Context: an optimization exercise on an open-source flow, tuned for small area, a short achievable clock period and few clock cycles. The choices shown serve that exercise and are no tape-out recipe.
RTL that was checked went through simulation tests only; none was proved equivalent to the original.
No activity file was given, so power comes from the tool's default toggle rates.

Setup of before:
## JAM
module JAM (
	input				CLK,
	input				RST,
	output	reg	[2:0]	W,
	output	reg	[2:0]	J,
	input		[6:0]	Cost,
	output	reg	[3:0]	MatchCount,
	output	reg	[9:0]	MinCost,
	output				Valid
);
localparam	S_A		= 4'd0;		 
localparam	S_SEL	= 4'd2;		 
localparam	S_C		= 4'd3;		 
localparam	S_D		= 4'd4;		 
localparam	S_AUG	= 4'd5;		 
localparam	S_B		= 4'd7;		 
localparam	S_CNT	= 4'd9;		 
localparam	S_DONE	= 4'd10;
localparam	O_NONE	= 3'd0;
localparam	O_A		= 3'd1;
localparam	O_D		= 3'd3;
localparam	O_B		= 3'd4;
reg			rst_q;
reg			valid_r;
assign Valid = valid_r & ~rst_q;
reg [3:0]	state;
reg [55:0]	nv;				 
reg [63:0]	dst;			 
reg [23:0]	pred;			 
reg [23:0]	p;				 
reg [7:0]	mcol;			 
reg [7:0]	sc;				 
reg [8:0]	delta;			 
reg [7:0]	ur;				 
reg [7:0]	bv;				 
reg [2:0]	bj;				 
reg [2:0]	jc;				 
reg [2:0]	I;				 
reg			first;
reg			mp;				 
reg			sc_old;			 
reg [2:0]	op2;
reg [6:0]	c2;				 
reg [2:0]	j2;				 
reg [2:0]	w2;				 
reg			f2;				 
reg [8:0]	q2;				 
wire [6:0]	nvp = q2[6:0];
reg [7:0]	dstp;			 
reg [2:0]	predp;			 
function [3:0] next_free;
	input [7:0] b;
	input [3:0] a;
	integer k;
	begin
		next_free = 4'd8;
		for (k = 7; k >= 0; k = k - 1)
			if (!b[k] && (a[3] || k > a)) next_free = k;
	end
endfunction
wire [8:0]	nd    = q2 + c2;
wire		upd   = nd < {1'b0, dstp};
wire [7:0]	dn    = upd ? nd[7:0] : dstp;
wire		take  = f2 || (upd ? nd < {1'b0, bv} : dstp < bv);
wire [7:0]	d_a   = c2 + nvp;
wire		b_new = j2 == 3'd0 || d_a < ur;		 
wire [7:0]	b_row = b_new ? onehot2 : (d_a == ur) ? bv | onehot2 : bv;
wire [7:0]	onehot2 = 8'd1 << j2;
wire		take_a = j2 == 3'd0 || d_a < bv;
wire		take_f = (op2 == O_A) ? take_a : (op2 == O_D) && take;
wire [7:0]	onehotbj = 8'd1 << bj;
wire [6:0]	nvJ   = nv[7*(J) +: 7];
wire [7:0]	dstJ  = dst[8*(J) +: 8];
wire [6:0]	nv_upJ = ((state == S_A || (state == S_B && W == 3'd0)) && sc[J]) ? nvJ + delta[6:0] - dstJ[6:0] : nvJ;
wire [6:0]	nv_iss = (state == S_A && I == 3'd0) ? 7'd0 : nv_upJ;
wire [8:0]	dq    = first ? delta - {2'b00, q2[6:0]} - {2'b00, c2} : delta;
wire [3:0]	n_sc  = next_free(sc, {1'b0, J});
wire [3:0]	n_sc0 = next_free(sc, 4'd8);
  ...
export LEC_CHECK = 0
export ABC_AREA = 1
export CAP_MARGIN = 20
export CORE_MARGIN = 2
export CORE_UTILIZATION = 40
export SETUP_SLACK_MARGIN = 5
export SLEW_MARGIN = 20
create_clock -name core_clock -period 10.0 [get_ports {CLK}]
standard.sh (not shown) runs the stock make flow with config.mk's settings and CLKGATE_MAP_FILE= SYNTH_SCRIPT=/design/flow/synth_recipe.tcl, a recipe that flattens the netlist after the stock synthesis.
==> flow/flow/run.sh <==
#!/bin/bash
set -euo pipefail
sed -e 's/SETUP_SLACK_MARGIN=[0-9.]*/SETUP_SLACK_MARGIN=6.5/' \
    -e 's/CLKGATE_MAP_FILE= /CLKGATE_MAP_FILE= ADDER_MAP_FILE= /' standard.sh > standard_margin.sh
grep -q 'SETUP_SLACK_MARGIN=6.5' standard_margin.sh
grep -q 'ADDER_MAP_FILE= ' standard_margin.sh
bash standard_margin.sh > flow_make.log 2>&1
before completed every stage of the flow, and the final layout passed the timing, design-rule and antenna checks.
Testbench counts of before, summed over its fixed seeds: cycles 10,945.
Inputs modified between before and after:
==> flow/flow/run.sh <==
#!/bin/bash
set -euo pipefail
sed -e 's/SETUP_SLACK_MARGIN=[0-9.]*/SETUP_SLACK_MARGIN=6/' \
    -e 's/CLKGATE_MAP_FILE= /CLKGATE_MAP_FILE= ADDER_MAP_FILE= /' standard.sh > standard_margin.sh
grep -q 'SETUP_SLACK_MARGIN=6' standard_margin.sh
grep -q 'ADDER_MAP_FILE= ' standard_margin.sh
bash standard_margin.sh > flow_make.log 2>&1
Findings:
after reports its critical-path cell with the highest stage delay as clkdlybuf4s50_1 while before reports edfxtp_1.
Final critical-path required period up 310 ps in after wrt before
In terms of clock skew, before and after differ only marginally.
Between before and after, the flow reports worst IR drop on VDD decreasing slightly.
after against before: power shows a reduction of 610 uW, utilization after layout shows a reduction of 2.7 points, number of vias per cell shows a reduction of 0.042, met1 wire length shows a reduction of 420 um.
Multi-input combinational area share was higher in before than in after.


Another version of the RTL of JAM (not shown whole).
Size: ~2600 cells after synthesis, about 30 I/O pins, roughly 0.019 mm2 of cells after synthesis.
clock: 10.0 ns
lec_check: 0
abc_area: 1
cap_margin: 20
core_margin: 2
core_utilization: 40
setup_slack_margin: 5
slew_margin: 20
==> flow/flow/run.sh <==
#!/bin/bash
set -euo pipefail
sed -e 's/SETUP_SLACK_MARGIN=[0-9.]*/SETUP_SLACK_MARGIN=7/' \
    -e 's/CLKGATE_MAP_FILE= /CLKGATE_MAP_FILE= ADDER_MAP_FILE= /' standard.sh > standard_margin.sh
grep -q 'SETUP_SLACK_MARGIN=7' standard_margin.sh
grep -q 'ADDER_MAP_FILE= ' standard_margin.sh
bash standard_margin.sh > flow_make.log 2>&1
The starting point ran to the end with no violations.
==> next run, changes <==
==> flow/flow/run.sh (replaced) <==
#!/bin/bash
set -euo pipefail
sed -e 's/SETUP_SLACK_MARGIN=[0-9.]*/SETUP_SLACK_MARGIN=6.5/' \
    -e 's/CLKGATE_MAP_FILE= /CLKGATE_MAP_FILE= ADDER_MAP_FILE= /' standard.sh > standard_margin.sh
grep -q 'SETUP_SLACK_MARGIN=6.5' standard_margin.sh
grep -q 'ADDER_MAP_FILE= ' standard_margin.sh
bash standard_margin.sh > flow_make.log 2>&1
Flip-flop and latch count stays the same.
Total power goes down by 18%.
Final cell count fell by 5.1%.
Sequential share of layout area grows by 5.1 points.
Setup slack degrades by 0.18 ns.
First-iteration DRC count came out lower by 9.0%.
Via count shrinks by 6.4%.
Synthesized area is unchanged.
Count of clock-buffer cells in the layout increases by 1.
Worst hold slack barely changes.
Global-route usage decreases by 2.1 points.
No run of this note included a check of the RTL's function; only the layout flow was run.

[separate check: timing with driven ports]
Ports are ideal in the flow. The routed layouts listed here were re-timed in OpenROAD. Step 1, drivers: a clkbuf_16 drives CLK and a buf_2 each remaining input, both assumed. Step 2, shift: input delay + t, output delay - t, t = (earliest + latest rising clock arrival at the registers) / 2. This alone moves slack from input paths to output paths. Three values: ideal ports, drivers, drivers and shift; two values: the first two.
run | shift t [ns] | setup WS [ns] | worst setup path at the end | clock arrival spread, ns
before | 0.631 | 6.408 / 6.352 / 6.408 | register to register | 0.031 / 0.031
after | 0.631 | 6.101 / 6.036 / 6.168 | register to register | 0.032 / 0.032
the first run of note 2 | 0.628 | 6.704 / 6.704 / 6.704 | register to register | 0.028 / 0.028
the second run of note 2 | 0.616 | 6.526 / 6.467 / 6.567 | register to register | 0.046 / 0.046
After both steps every run listed still meets setup and hold.
